Source: an optimization exercise on an open RTL-to-GDS flow (aim: small area, a short achievable clock period and few clock cycles). Production flows keep margins and buffers that such runs may drop. Where RTL was checked, it was by simulation tests only, not by an equivalence proof against the original. No driver is modelled on the clock port, so clocking that relies on it looks cheaper here than on a real chip.

## oak
==> flow/design.v <==
module xlr8_fdiv
  (input  logic        clk,
   input  logic        rst_n,
   input  logic        start_div,   
   input  logic        start_nop,   
   input  logic [31:0] numer,
   input  logic [31:0] denom,
   output logic        fin,
   output logic [31:0] result);
   logic        busy;        
   logic        rnd;         
   logic        norm;        
   logic [22:0] dvs;         
   logic [24:0] dvd;         
   logic [25:0] t;
   logic        q;
   logic [24:0] d_nxt;
   always_comb begin
      t = {1'b0, dvd} - {2'b01, dvs};
      q = !t[25];
      d_nxt = q ? {t[23:0], 1'b0} : {dvd[23:0], 1'b0};
   end
   logic [7:0]  exp_n, exp_d, exp_q;
   logic        n_nan, d_nan, n_inf, d_inf, n_0, d_0;
   logic [22:0] m_rnd;
   logic [8:0]  s9;
   logic [31:0] q_out;
   always_comb begin
      exp_n = numer[30:23];
      exp_d = denom[30:23];
      n_nan = (exp_n == 8'hff) && (numer[22:0] != 0);
      d_nan = (exp_d == 8'hff) && (denom[22:0] != 0);
      n_inf = (exp_n == 8'hff) && (numer[22:0] == 0);
      d_inf = (exp_d == 8'hff) && (denom[22:0] == 0);
      n_0 = (exp_n == 0);
      d_0 = (exp_d == 0);
      s9 = {exp_n, 1'b1} + {~exp_d, norm};
      exp_q = (s9[8:1] - 8'd1) ^ 8'h80;
      for (int i = 0; i < 23; i++)
        m_rnd[i] = result[i+1] ^ (result[0] && (i == 0 || &(result[23:1] | ~((23'd1 << i) - 23'd1))));
      if (n_nan || d_nan || (n_0 && d_0) || (n_inf && d_inf))
        q_out = 32'h7fffffff;
      else if (n_inf || d_0)
        q_out = {numer[31] ^ denom[31], 8'hff, 23'h0};
      else if (n_0 || d_inf)
        q_out = {numer[31] ^ denom[31], 31'h0};
      else
        q_out = {numer[31] ^ denom[31], exp_q, m_rnd};
   end
   assign fin = busy && (norm ? result[24] : result[25]);
   always_ff @(posedge clk or negedge rst_n)
     if (!rst_n) begin
        busy <= 1'b0;
        rnd <= 1'b0;
     end
     else begin
        rnd <= fin;
        busy <= (busy && !fin) || start_div;
     end
   always_ff @(posedge clk)
     if (start_div)
       norm <= q;
   always_ff @(posedge clk)
     dvs <= denom[22:0];
   always_ff @(posedge clk)
     if (start_div || busy)
       dvd <= d_nxt;
     else
       dvd <= {2'b01, numer[22:0]};
   always_ff @(posedge clk or negedge rst_n)
     if (!rst_n)
       result <= 32'h0;
     else if (start_nop)
       result <= 32'h0;
     else if (start_div)
       result <= {30'h0, 1'b1, q};
     else if (busy)
       result <= {result[30:0], q};
     else if (rnd)
       result <= q_out;
endmodule  
`timescale 1 ns / 1 ns
module xlr8_xf
  (input  logic        clk,
   input  logic        rstn,
   input  logic [5:0]  adr,
   input  logic [7:0]  dbus_in,
   output logic [7:0]  dbus_out,
   input  logic        iore,
   input  logic        iowe,
   output logic        out_en,
   output logic        start_div,   
   output logic        start_nop,   
   input  logic        fin,         
   input  logic [31:0] result);
   logic [6:0] ctrl_reg;
   logic       flag;       
   logic       unsup;      
   logic       ctrl_we;
   logic       status_re;
   logic       start;
   logic [7:0] rbyte;
   logic [7:0] creg;
   assign ctrl_we   = iowe && (adr == 6'h10);
   assign status_re = iore && (adr == 6'h11);
   assign start     = ctrl_we && dbus_in[6];
   assign start_div = start && (dbus_in[2:0] == 3'd3);
   assign start_nop = start && (dbus_in[2:0] != 3'd3);
   assign out_en = iore && ((adr[5:2] == 4'b0011) || (adr[5:1] == 5'b01000));
   always_comb begin
      case (adr[1:0])
        2'd0:    rbyte = result[7:0];
        2'd1:    rbyte = result[15:8];
        2'd2:    rbyte = result[23:16];
        default: rbyte = result[31:24];
      endcase
      creg = adr[0] ? {flag, unsup, 6'h00} : {1'b0, ctrl_reg};
      dbus_out = adr[4] ? creg : rbyte;
   end
   always_ff @(posedge clk or negedge rstn)
     if (!rstn)
       ctrl_reg <= 7'h00;
     else if (ctrl_we)
       ctrl_reg <= dbus_in[6:0];
   always_ff @(posedge clk or negedge rstn)
     if (!rstn) begin
        flag  <= 1'b0;
        unsup <= 1'b0;
     end
     else if (start_nop) begin
        flag  <= 1'b1;
        unsup <= 1'b1;
     end
     else if (fin) begin
        flag  <= 1'b1;
        unsup <= 1'b0;
     end
     else if (start) begin
        flag  <= 1'b0;
        unsup <= 1'b0;
     end
     else if (status_re)
       flag <= 1'b0;
endmodule
`timescale 1 ns / 1 ns
module xlr8_float_div
  (input  logic        clk,
   input  logic        rstn,
   input  logic [5:0]  adr,
   input  logic [7:0]  dbus_in,
   output logic [7:0]  dbus_out,
   input  logic        iore,
   input  logic        iowe,
   output logic        out_en,
   input  logic [31:0] opa,    
   input  logic [31:0] opb     
   );
   logic        start_div;
   logic        start_nop;
   logic        fin;
   logic [31:0] result;
   xlr8_xf xf_inst
     (.clk       (clk),
      .rstn      (rstn),
      .adr       (adr),
      .dbus_in   (dbus_in),
      .dbus_out  (dbus_out),
      .iore      (iore),
      .iowe      (iowe),
      .out_en    (out_en),
      .start_div (start_div),
      .start_nop (start_nop),
      .fin       (fin),
      .result    (result));
   xlr8_fdiv fdiv_inst
     (.clk       (clk),
      .rst_n     (rstn),
      .start_div (start_div),
      .start_nop (start_nop),
      .numer     (opa),
      .denom     (opb),
      .fin       (fin),
      .result    (result));
endmodule
==> flow/config.mk <==
export PLATFORM = sky130hd
export DESIGN_NAME = xlr8_float_div
export DESIGN_NICKNAME = xlr8_float_div
export VERILOG_FILES = /design/flow/design.v
export SDC_FILE = /design/flow/constraint.sdc
export NUM_CORES = 4
export LEC_CHECK = 0
export CAP_MARGIN = 20
export CORE_MARGIN = 2
export CORE_UTILIZATION = 40
export CTS_BUF_LIST = sky130_fd_sc_hd__clkbuf_4 sky130_fd_sc_hd__clkbuf_8
export CTS_CLUSTER_SIZE = 30
export SETUP_SLACK_MARGIN = 2.0
export SLEW_MARGIN = 20
export SYNTH_HIERARCHICAL = 1
export SYNTH_MINIMUM_KEEP_SIZE = 0
==> flow/constraint.sdc <==
create_clock -name core_clock -period 5.0 [get_ports {clk}]
set_input_delay 1.0000 -clock core_clock [delete_from_list [all_inputs] [get_ports {clk}]]
set_output_delay 1.0000 -clock core_clock [all_outputs]
set_load 0.01 [all_outputs]
standard.sh (not shown) runs the stock make flow with config.mk's settings and CLKGATE_MAP_FILE= SYNTH_SCRIPT=/design/flow/synth_recipe.tcl, a recipe that flattens the netlist after the stock synthesis.
==> flow/flow/run.sh <==
#!/bin/bash
set -euo pipefail
bash standard.sh synth > synth.log 2>&1
bash standard.sh MATCH_CELL_FOOTPRINT=0 \
  "BUFFER_PORTS_ARGS=-buffer_cell sky130_fd_sc_hd__buf_1" \
  "CTS_ARGS=-sink_clustering_enable -repair_clock_nets -sink_clustering_size 30 -buf_list {sky130_fd_sc_hd__clkbuf_4 sky130_fd_sc_hd__clkbuf_8} -dont_use_dummy_load" \
  finish > layout.log 2>&1
test -s out/final.def
Testbench counts of oak, summed over its fixed seeds: cycles 73,192.
Changes in pine relative to oak:
==> flow/design.v, changed modules only <==
module xlr8_fdiv
  (input  logic        clk,
   input  logic        rst_n,
   input  logic        start_div,   
   input  logic        start_nop,   
   input  logic [31:0] numer,
   input  logic [31:0] denom,
   output logic        fin,
   output logic [31:0] result);
   logic [4:0]  cnt;         
   logic        busy;
   logic        last;        
   logic        norm;        
   logic [22:0] dvs;         
   logic [24:0] dvd;         
   logic [25:0] t;
   logic        q;
   logic [24:0] d_nxt;
   always_comb begin
      t = {1'b0, dvd} - {2'b01, dvs};
      q = !t[25];
      d_nxt = q ? {t[23:0], 1'b0} : {dvd[23:0], 1'b0};
   end
   logic [7:0]  exp_n, exp_d, exp_q;
   logic        n_nan, d_nan, n_inf, d_inf, n_0, d_0;
   logic [22:0] inc, m_rnd;
   logic [8:0]  s9;
   logic [31:0] q_out;
   always_comb begin
      exp_n = numer[30:23];
      exp_d = denom[30:23];
      n_nan = (exp_n == 8'hff) && (numer[22:0] != 0);
      d_nan = (exp_d == 8'hff) && (denom[22:0] != 0);
      n_inf = (exp_n == 8'hff) && (numer[22:0] == 0);
      d_inf = (exp_d == 8'hff) && (denom[22:0] == 0);
      n_0 = (exp_n == 0);
      d_0 = (exp_d == 0);
      s9 = {exp_n, 1'b1} + {~exp_d, norm};
      exp_q = (s9[8:1] - 8'd1) ^ 8'h80;
      inc = result[22:0] + 23'd1;
      m_rnd = q ? inc : result[22:0];
      if (n_nan || d_nan || (n_0 && d_0) || (n_inf && d_inf))
        q_out = 32'h7fffffff;
      else if (n_inf || d_0)
        q_out = {numer[31] ^ denom[31], 8'hff, 23'h0};
      else if (n_0 || d_inf)
        q_out = {numer[31] ^ denom[31], 31'h0};
      else
        q_out = {numer[31] ^ denom[31], exp_q, m_rnd};
   end
   assign busy = (cnt != 5'd0);
   assign fin  = (cnt == 5'd2);
   assign last = (cnt == 5'd1);
   always_ff @(posedge clk or negedge rst_n)
     if (!rst_n)
       cnt <= 5'd0;
     else if (start_div)
       cnt <= q ? 5'd24 : 5'd25;
     else if (busy)
       cnt <= cnt - 5'd1;
   always_ff @(posedge clk)
     if (start_div)
       norm <= q;
   always_ff @(posedge clk)
     dvs <= denom[22:0];
   always_ff @(posedge clk)
     if (start_div || (busy && !last))
       dvd <= d_nxt;
     else
       dvd <= {2'b01, numer[22:0]};
   always_ff @(posedge clk or negedge rst_n)
     if (!rst_n)
       result <= 32'h0;
     else if (start_nop)
       result <= 32'h0;
     else if (last)
       result <= q_out;
     else if (start_div || busy)
       result <= {result[30:0], q};
endmodule  
Notes after the runs:
- Relative to oak, sequential share of layout area decreased by 2.2 points in pine.
- Area added between synthesis and finish, oak and pine, higher one = pine.
- Looking at aggregate routed wire length, pine sits 13% above oak.
- pine: via count of the first global-routing pass 226 above oak
- The lower fraction of cell area in non-clock buffers came out of oak.
Function not checked in pine: the RTL went through the layout flow alone.

[separate check: timing with driven ports]
Ports are ideal in the flow. The routed layouts listed here were re-timed in OpenROAD.
Step 1, drivers: a clkbuf_16 drives clk and a buf_2 each remaining input, both assumed.
Step 2 adds t to the input delays and takes it off the output delays; t is the mean of the earliest and latest rising clock arrival at the registers after step 1. Input paths then give back, and output paths get back, about the clock's delay inside the block.
Three values: no drivers, after step 1, after step 2; two values: the first two.
run | shift t [ns] | setup slack, ns | worst setup path at the end | clock arrival spread, ns | slew at the worst register clock pin (ns)
oak | 0.411 | 2.018 / 1.957 / 1.691 | input to register | 0.028 / 0.029 | 0.10 / 0.10
pine | 0.415 | 1.988 / 1.933 / 1.673 | input to register | 0.021 / 0.021 | 0.10 / 0.10
After both steps setup and hold are still met in every run listed. For oak, which loses most, drivers alone change the setup slack by -0.061 ns; drivers and shift together by -0.327 ns.
